This design comes from an exercise in tuning for small area on the open sky130 flow, not from production work. At most, simulation tests tie the RTL to the original design; equivalence was not proved. Power and IR drop assume default switching activity.

==> v26 <==
// WTA
module WTA
#(
	parameter  MAXDISPARITY = 64 ,
	parameter  LPDI_WIDTH = 8 ,
	parameter  INPUTDATAWID = 513,
	parameter  OUTPUTDATAWID = 9
  )
(
	input wire                      clk,
	input wire                      en,
	input wire                      pixelEN,
	input  wire[INPUTDATAWID-1:0]   LPDi,
	output wire[OUTPUTDATAWID-1:0]  disparity
);
Settings: LEC_CHECK=0, CAP_MARGIN=20, CORE_MARGIN=2, CORE_UTILIZATION=40, SLEW_MARGIN=20; clock period 6.67 ns.
standard.sh (not shown) runs the stock make flow with config.mk's settings and CLKGATE_MAP_FILE= SYNTH_SCRIPT=/design/flow/synth_recipe.tcl, a recipe that flattens the netlist after the stock synthesis.
==> flow/flow/run.sh <==
#!/bin/bash
set -euo pipefail
W=$PWD
PLAT="$FLOW_HOME/platforms/$FLOW_PLATFORM"
bash standard.sh synth > "$W/synth_ref.log" 2>&1
cp orfs/results/"$FLOW_PLATFORM"/WTA/base/1_2_yosys.v "$W/ref_synth.v"
python3 flow/map.py "$FLOW_DESIGN" "$W/ref_synth.v" "$W/mapped.v" > "$W/map.log" 2>&1
sed 's/\bmodule WTA\b/module WTA_rtl/' "$FLOW_DESIGN" > "$W/rtl_ref.v"
iverilog -g2012 -DFUNCTIONAL -DUNIT_DELAY=#0 -o "$W/selfcheck.vvp" flow/selfcheck_tb.v "$W/rtl_ref.v" \
  "$PLAT/verilog/primitives.v" "$PLAT/verilog/sky130_fd_sc_hd.v" "$W/mapped.v" > "$W/selfcheck.log" 2>&1
vvp -n "$W/selfcheck.vvp" >> "$W/selfcheck.log" 2>&1
grep -q "SELFCHECK PASS" "$W/selfcheck.log"
rm -rf orfs
bash standard.sh SYNTH_NETLIST_FILES="$W/mapped.v" \
  "BUFFER_PORTS_ARGS=-buffer_cell sky130_fd_sc_hd__buf_1" GPL_TIMING_DRIVEN=0 CORE_UTILIZATION=35 PLACE_DENSITY=0.50 CTS_BUF_LIST=sky130_fd_sc_hd__clkbuf_8 finish > "$W/layout.log" 2>&1
Other scripts of this flow, unchanged in this note and not shown: flow/flow/map.py, flow/flow/selfcheck_tb.v
==> v12: changes against v26 <==
--- a/flow/design.v
+++ b/flow/design.v
@@ -1277,12 +1277,10 @@
 wire n1261;
 wire n1262;
 wire n1263;
 wire n1264;
 wire n1265;
-wire n1266;
-wire n1267;
 assign n1 = ~(LPDi[7] & LPDi[15] & LPDi[23] & LPDi[31]);
 assign n2 = ~(LPDi[39] & LPDi[47] & LPDi[55] & LPDi[63]);
 assign n3 = n1 | n2;
 assign n4 = ~(n1 | n2);
 assign n5 = ~((LPDi[7] | LPDi[6]) & (LPDi[15] | LPDi[14]));
@@ -2473,66 +2471,66 @@
 assign n1190 = ~((n517 | n1175) & (n539 | n1186) & n1166);
 assign n1191 = ~((n654 | n1175) & (n676 | n1186) & n1167);
 assign n1192 = ~((n791 | n1175) & (n813 | n1186) & n1168);
 assign n1193 = ~((n928 | n1175) & (n950 | n1186) & n1169);
 assign n1194 = ~((n1065 | n1175) & (n1087 | n1186) & n1170);
-assign n1195 = n130 | n131;
-assign n1196 = n134 | n135;
-assign n1197 = n1195 ? n130 : n132;
-assign n1198 = n1196 ? n134 : n136;
-assign n1199 = n130 | n131 | n132 | n133;
-assign n1200 = n1199 ? n1197 : n1198;
-assign n1201 = n1199 ? n1195 : n1196;
-assign n1202 = n267 | n268;
-assign n1203 = n271 | n272;
-assign n1204 = n1202 ? n267 : n269;
-assign n1205 = n1203 ? n271 : n273;
-assign n1206 = n267 | n268 | n269 | n270;
-assign n1207 = n1206 ? n1204 : n1205;
-assign n1208 = n1206 ? n1202 : n1203;
-assign n1209 = n404 | n405;
-assign n1210 = n408 | n409;
-assign n1211 = n1209 ? n404 : n406;
-assign n1212 = n1210 ? n408 : n410;
-assign n1213 = n404 | n405 | n406 | n407;
-assign n1214 = n1213 ? n1211 : n1212;
-assign n1215 = n1213 ? n1209 : n1210;
-assign n1216 = n541 | n542;
-assign n1217 = n545 | n546;
-assign n1218 = n1216 ? n541 : n543;
-assign n1219 = n1217 ? n545 : n547;
-assign n1220 = n541 | n542 | n543 | n544;
-assign n1221 = n1220 ? n1218 : n1219;
-assign n1222 = n1220 ? n1216 : n1217;
-assign n1223 = n678 | n679;
-assign n1224 = n682 | n683;
-assign n1225 = n1223 ? n678 : n680;
-assign n1226 = n1224 ? n682 : n684;
-assign n1227 = n678 | n679 | n680 | n681;
-assign n1228 = n1227 ? n1225 : n1226;
-assign n1229 = n1227 ? n1223 : n1224;
-assign n1230 = n815 | n816;
-assign n1231 = n819 | n820;
-assign n1232 = n1230 ? n815 : n817;
-assign n1233 = n1231 ? n819 : n821;
-assign n1234 = n815 | n816 | n817 | n818;
-assign n1235 = n1234 ? n1232 : n1233;
-assign n1236 = n1234 ? n1230 : n1231;
-assign n1237 = n952 | n953;
-assign n1238 = n956 | n957;
-assign n1239 = n1237 ? n952 : n954;
-assign n1240 = n1238 ? n956 : n958;
-assign n1241 = n952 | n953 | n954 | n955;
-assign n1242 = n1241 ? n1239 : n1240;
-assign n1243 = n1241 ? n1237 : n1238;
-assign n1244 = n1089 | n1090;
-assign n1245 = n1093 | n1094;
-assign n1246 = n1244 ? n1089 : n1091;
-assign n1247 = n1245 ? n1093 : n1095;
-assign n1248 = n1089 | n1090 | n1091 | n1092;
-assign n1249 = n1248 ? n1246 : n1247;
-assign n1250 = n1248 ? n1244 : n1245;
+assign n1195 = ~(n130 | n131);
+assign n1196 = ~(n134 | n135);
+assign n1197 = n1195 ? n132 : n130;
+assign n1198 = n1196 ? n136 : n134;
+assign n1199 = ~(n130 | n131 | n132 | n133);
+assign n1200 = n1199 ? n1198 : n1197;
+assign n1201 = n1199 ? n1196 : n1195;
+assign n1202 = ~(n267 | n268);
+assign n1203 = ~(n271 | n272);
+assign n1204 = n1202 ? n269 : n267;
+assign n1205 = n1203 ? n273 : n271;
+assign n1206 = ~(n267 | n268 | n269 | n270);
+assign n1207 = n1206 ? n1205 : n1204;
+assign n1208 = n1206 ? n1203 : n1202;
+assign n1209 = ~(n404 | n405);
+assign n1210 = ~(n408 | n409);
+assign n1211 = n1209 ? n406 : n404;
+assign n1212 = n1210 ? n410 : n408;
+assign n1213 = ~(n404 | n405 | n406 | n407);
+assign n1214 = n1213 ? n1212 : n1211;
+assign n1215 = n1213 ? n1210 : n1209;
+assign n1216 = ~(n541 | n542);
+assign n1217 = ~(n545 | n546);
+assign n1218 = n1216 ? n543 : n541;
+assign n1219 = n1217 ? n547 : n545;
+assign n1220 = ~(n541 | n542 | n543 | n544);
+assign n1221 = n1220 ? n1219 : n1218;
+assign n1222 = n1220 ? n1217 : n1216;
+assign n1223 = ~(n678 | n679);
+assign n1224 = ~(n682 | n683);
+assign n1225 = n1223 ? n680 : n678;
+assign n1226 = n1224 ? n684 : n682;
+assign n1227 = ~(n678 | n679 | n680 | n681);
+assign n1228 = n1227 ? n1226 : n1225;
+assign n1229 = n1227 ? n1224 : n1223;
+assign n1230 = ~(n815 | n816);
+assign n1231 = ~(n819 | n820);
+assign n1232 = n1230 ? n817 : n815;
+assign n1233 = n1231 ? n821 : n819;
+assign n1234 = ~(n815 | n816 | n817 | n818);
+assign n1235 = n1234 ? n1233 : n1232;
+assign n1236 = n1234 ? n1231 : n1230;
+assign n1237 = ~(n952 | n953);
+assign n1238 = ~(n956 | n957);
+assign n1239 = n1237 ? n954 : n952;
+assign n1240 = n1238 ? n958 : n956;
+assign n1241 = ~(n952 | n953 | n954 | n955);
+assign n1242 = n1241 ? n1240 : n1239;
+assign n1243 = n1241 ? n1238 : n1237;
+assign n1244 = ~(n1089 | n1090);
+assign n1245 = ~(n1093 | n1094);
+assign n1246 = n1244 ? n1091 : n1089;
+assign n1247 = n1245 ? n1095 : n1093;
+assign n1248 = ~(n1089 | n1090 | n1091 | n1092);
+assign n1249 = n1248 ? n1247 : n1246;
+assign n1250 = n1248 ? n1245 : n1244;
 assign n1251 = s1[3] & s1[7] & s1[11] & s1[15];
 assign n1252 = s1[3] & s1[7];
 assign n1253 = s1[19] & s1[23];
 assign n1254 = n1251 ? n1253 : n1252;
 assign n1255 = n1251 ? (n1254 ? s1[27] : s1[19]) : (n1254 ? s1[11] : s1[3]);
@@ -2544,17 +2542,15 @@
 assign n1261 = n1251 ? n1260 : n1259;
 assign n1262 = n1254 ? (n1255 ? s1[14] : s1[10]) : (n1255 ? s1[6] : s1[2]);
 assign n1263 = n1254 ? (n1255 ? s1[30] : s1[26]) : (n1255 ? s1[22] : s1[18]);
 assign n1264 = n1251 ? n1263 : n1262;
 assign n1265 = ~n1258;
-assign n1266 = ~n1261;
-assign n1267 = ~n1264;
 reg [31:0] s1;
 always @(posedge clk)
 if (step)
 	s1 <= {LPDi[512], n1248, n1250, n1249, n1193, n1241, n1243, n1242, n1192, n1234, n1236, n1235, n1191, n1227, n1229, n1228, n1190, n1220, n1222, n1221, n1189, n1213, n1215, n1214, n1188, n1206, n1208, n1207, n1187, n1199, n1201, n1200};
 reg [34:0] pipe;
 always @(posedge clk)
 if (step)
-	pipe <= {pipe[27:0], s1[31], n1251, n1254, n1255, n1267, n1266, n1265};
+	pipe <= {pipe[27:0], s1[31], n1251, n1254, n1255, n1264, n1261, n1265};
 assign disparity = {pipe[34], 2'b00, pipe[33:28]};
 endmodule
==> v15: changes against v26 <==
--- a/flow/design.v
+++ b/flow/design.v
@@ -1277,12 +1277,10 @@
 wire n1261;
 wire n1262;
 wire n1263;
 wire n1264;
 wire n1265;
-wire n1266;
-wire n1267;
 assign n1 = ~(LPDi[7] & LPDi[15] & LPDi[23] & LPDi[31]);
 assign n2 = ~(LPDi[39] & LPDi[47] & LPDi[55] & LPDi[63]);
 assign n3 = n1 | n2;
 assign n4 = ~(n1 | n2);
 assign n5 = ~((LPDi[7] | LPDi[6]) & (LPDi[15] | LPDi[14]));
@@ -2473,66 +2471,66 @@
 assign n1190 = ~((n517 | n1175) & (n539 | n1186) & n1166);
 assign n1191 = ~((n654 | n1175) & (n676 | n1186) & n1167);
 assign n1192 = ~((n791 | n1175) & (n813 | n1186) & n1168);
 assign n1193 = ~((n928 | n1175) & (n950 | n1186) & n1169);
 assign n1194 = ~((n1065 | n1175) & (n1087 | n1186) & n1170);
-assign n1195 = n130 | n131;
-assign n1196 = n134 | n135;
-assign n1197 = n1195 ? n130 : n132;
-assign n1198 = n1196 ? n134 : n136;
-assign n1199 = n130 | n131 | n132 | n133;
-assign n1200 = n1199 ? n1197 : n1198;
-assign n1201 = n1199 ? n1195 : n1196;
-assign n1202 = n267 | n268;
-assign n1203 = n271 | n272;
-assign n1204 = n1202 ? n267 : n269;
-assign n1205 = n1203 ? n271 : n273;
-assign n1206 = n267 | n268 | n269 | n270;
-assign n1207 = n1206 ? n1204 : n1205;
-assign n1208 = n1206 ? n1202 : n1203;
-assign n1209 = n404 | n405;
-assign n1210 = n408 | n409;
-assign n1211 = n1209 ? n404 : n406;
-assign n1212 = n1210 ? n408 : n410;
-assign n1213 = n404 | n405 | n406 | n407;
-assign n1214 = n1213 ? n1211 : n1212;
-assign n1215 = n1213 ? n1209 : n1210;
-assign n1216 = n541 | n542;
-assign n1217 = n545 | n546;
-assign n1218 = n1216 ? n541 : n543;
-assign n1219 = n1217 ? n545 : n547;
-assign n1220 = n541 | n542 | n543 | n544;
-assign n1221 = n1220 ? n1218 : n1219;
-assign n1222 = n1220 ? n1216 : n1217;
-assign n1223 = n678 | n679;
-assign n1224 = n682 | n683;
-assign n1225 = n1223 ? n678 : n680;
-assign n1226 = n1224 ? n682 : n684;
-assign n1227 = n678 | n679 | n680 | n681;
-assign n1228 = n1227 ? n1225 : n1226;
-assign n1229 = n1227 ? n1223 : n1224;
-assign n1230 = n815 | n816;
-assign n1231 = n819 | n820;
-assign n1232 = n1230 ? n815 : n817;
-assign n1233 = n1231 ? n819 : n821;
-assign n1234 = n815 | n816 | n817 | n818;
-assign n1235 = n1234 ? n1232 : n1233;
-assign n1236 = n1234 ? n1230 : n1231;
-assign n1237 = n952 | n953;
-assign n1238 = n956 | n957;
-assign n1239 = n1237 ? n952 : n954;
-assign n1240 = n1238 ? n956 : n958;
-assign n1241 = n952 | n953 | n954 | n955;
-assign n1242 = n1241 ? n1239 : n1240;
-assign n1243 = n1241 ? n1237 : n1238;
-assign n1244 = n1089 | n1090;
-assign n1245 = n1093 | n1094;
-assign n1246 = n1244 ? n1089 : n1091;
-assign n1247 = n1245 ? n1093 : n1095;
-assign n1248 = n1089 | n1090 | n1091 | n1092;
-assign n1249 = n1248 ? n1246 : n1247;
-assign n1250 = n1248 ? n1244 : n1245;
+assign n1195 = ~(n130 | n131);
+assign n1196 = ~(n134 | n135);
+assign n1197 = n1195 ? n132 : n130;
+assign n1198 = n1196 ? n136 : n134;
+assign n1199 = ~(n130 | n131 | n132 | n133);
+assign n1200 = n1199 ? n1198 : n1197;
+assign n1201 = n1199 ? n1196 : n1195;
+assign n1202 = ~(n267 | n268);
+assign n1203 = ~(n271 | n272);
+assign n1204 = n1202 ? n269 : n267;
+assign n1205 = n1203 ? n273 : n271;
+assign n1206 = ~(n267 | n268 | n269 | n270);
+assign n1207 = n1206 ? n1205 : n1204;
+assign n1208 = n1206 ? n1203 : n1202;
+assign n1209 = ~(n404 | n405);
+assign n1210 = ~(n408 | n409);
+assign n1211 = n1209 ? n406 : n404;
+assign n1212 = n1210 ? n410 : n408;
+assign n1213 = ~(n404 | n405 | n406 | n407);
+assign n1214 = n1213 ? n1212 : n1211;
+assign n1215 = n1213 ? n1210 : n1209;
+assign n1216 = ~(n541 | n542);
+assign n1217 = ~(n545 | n546);
+assign n1218 = n1216 ? n543 : n541;
+assign n1219 = n1217 ? n547 : n545;
+assign n1220 = ~(n541 | n542 | n543 | n544);
+assign n1221 = n1220 ? n1219 : n1218;
+assign n1222 = n1220 ? n1217 : n1216;
+assign n1223 = ~(n678 | n679);
+assign n1224 = ~(n682 | n683);
+assign n1225 = n1223 ? n680 : n678;
+assign n1226 = n1224 ? n684 : n682;
+assign n1227 = ~(n678 | n679 | n680 | n681);
+assign n1228 = n1227 ? n1226 : n1225;
+assign n1229 = n1227 ? n1224 : n1223;
+assign n1230 = ~(n815 | n816);
+assign n1231 = ~(n819 | n820);
+assign n1232 = n1230 ? n817 : n815;
+assign n1233 = n1231 ? n821 : n819;
+assign n1234 = ~(n815 | n816 | n817 | n818);
+assign n1235 = n1234 ? n1233 : n1232;
+assign n1236 = n1234 ? n1231 : n1230;
+assign n1237 = ~(n952 | n953);
+assign n1238 = ~(n956 | n957);
+assign n1239 = n1237 ? n954 : n952;
+assign n1240 = n1238 ? n958 : n956;
+assign n1241 = ~(n952 | n953 | n954 | n955);
+assign n1242 = n1241 ? n1240 : n1239;
+assign n1243 = n1241 ? n1238 : n1237;
+assign n1244 = ~(n1089 | n1090);
+assign n1245 = ~(n1093 | n1094);
+assign n1246 = n1244 ? n1091 : n1089;
+assign n1247 = n1245 ? n1095 : n1093;
+assign n1248 = ~(n1089 | n1090 | n1091 | n1092);
+assign n1249 = n1248 ? n1247 : n1246;
+assign n1250 = n1248 ? n1245 : n1244;
 assign n1251 = s1[3] & s1[7] & s1[11] & s1[15];
 assign n1252 = s1[3] & s1[7];
 assign n1253 = s1[19] & s1[23];
 assign n1254 = n1251 ? n1253 : n1252;
 assign n1255 = n1251 ? (n1254 ? s1[27] : s1[19]) : (n1254 ? s1[11] : s1[3]);
@@ -2544,17 +2542,15 @@
 assign n1261 = n1251 ? n1260 : n1259;
 assign n1262 = n1254 ? (n1255 ? s1[14] : s1[10]) : (n1255 ? s1[6] : s1[2]);
 assign n1263 = n1254 ? (n1255 ? s1[30] : s1[26]) : (n1255 ? s1[22] : s1[18]);
 assign n1264 = n1251 ? n1263 : n1262;
 assign n1265 = ~n1258;
-assign n1266 = ~n1261;
-assign n1267 = ~n1264;
 reg [31:0] s1;
 always @(posedge clk)
 if (step)
 	s1 <= {LPDi[512], n1248, n1250, n1249, n1193, n1241, n1243, n1242, n1192, n1234, n1236, n1235, n1191, n1227, n1229, n1228, n1190, n1220, n1222, n1221, n1189, n1213, n1215, n1214, n1188, n1206, n1208, n1207, n1187, n1199, n1201, n1200};
 reg [34:0] pipe;
 always @(posedge clk)
 if (step)
-	pipe <= {pipe[27:0], s1[31], n1251, n1254, n1255, n1267, n1266, n1265};
+	pipe <= {pipe[27:0], s1[31], n1251, n1254, n1255, n1264, n1261, n1265};
 assign disparity = {pipe[34], 2'b00, pipe[33:28]};
 endmodule
--- a/flow/flow/run.sh
+++ b/flow/flow/run.sh
@@ -10,6 +10,6 @@
   "$PLAT/verilog/primitives.v" "$PLAT/verilog/sky130_fd_sc_hd.v" "$W/mapped.v" > "$W/selfcheck.log" 2>&1
 vvp -n "$W/selfcheck.vvp" >> "$W/selfcheck.log" 2>&1
 grep -q "SELFCHECK PASS" "$W/selfcheck.log"
 rm -rf orfs
 bash standard.sh SYNTH_NETLIST_FILES="$W/mapped.v" \
-  "BUFFER_PORTS_ARGS=-buffer_cell sky130_fd_sc_hd__buf_1" GPL_TIMING_DRIVEN=0 CORE_UTILIZATION=35 PLACE_DENSITY=0.50 CTS_BUF_LIST=sky130_fd_sc_hd__clkbuf_8 finish > "$W/layout.log" 2>&1
+  "BUFFER_PORTS_ARGS=-buffer_cell sky130_fd_sc_hd__buf_1" GPL_TIMING_DRIVEN=0 CORE_UTILIZATION=35 PLACE_DENSITY=0.50 "CTS_ARGS=-sink_clustering_enable -repair_clock_nets -buf_list sky130_fd_sc_hd__clkbuf_8 -dont_use_dummy_load" finish > "$W/layout.log" 2>&1
==> comparison <==
Between v12 and v26, the lower global-route usage is in v26 (gap 0.24 points).
In count of clock-buffer cells in the layout, v15 and v12 do not differ.
Of v15 and v12, v15 has the higher worst setup slack (gap 0.045 ns).
Sequential power is about the same in v15 and v26.
Non-clock buffer count, highest first: v12, v15, v26.
In combinational power, v12 and v15 hardly differ.
Against v12, the register-to-register slack of v26 is higher by 0.08 ns.
Clock power, lowest first: v15, v12, v26.
Final cell count, highest first: v12, v26, v15.
Of v15 and v26, v26 has the higher first-iteration DRC count (gap 11%, measured against v26).
The highest clock skew belongs to v15, the lowest to v12.
No functional check of the RTL was part of v12 and v15.

what the ideal ports hide:
The flow's constraints put no driver on any port. The routed layouts listed below were extracted and timed again, unchanged, in two steps. Step 1 (the two cells are an assumption about what drives the block):
set clk [get_ports {clk}]
set_driving_cell -lib_cell sky130_fd_sc_hd__clkbuf_16 $clk
set_driving_cell -lib_cell sky130_fd_sc_hd__buf_2 [delete_from_list [all_inputs] $clk]
Step 2, shift: input delay + t, output delay - t, t = (earliest + latest rising clock arrival at the registers) / 2. This alone moves slack from input paths to output paths. a / b / c = ideal / step 1 / step 2; a / b = the first two.
run | t (ns) | setup WS [ns] | worst hold slack (ns) | worst setup path at the end | pins driven straight from the clock port
v26 | 0.363 | 0.317 / 0.324 / -0.039 | 0.418 / 0.418 / 0.418 | input to register | 1
v12 | 0.378 | 0.262 / 0.257 / -0.121 | 0.416 / 0.416 / 0.416 | input to register | 1
v15 | 0.373 | 0.307 / 0.314 / -0.060 | 0.397 / 0.397 / 0.397 | input to register | 1
Met with ideal ports but missed after step 2: setup timing in every run listed. The setup slack of v12, which loses most, moves by -0.005 ns with the drivers and by -0.383 ns with both steps.
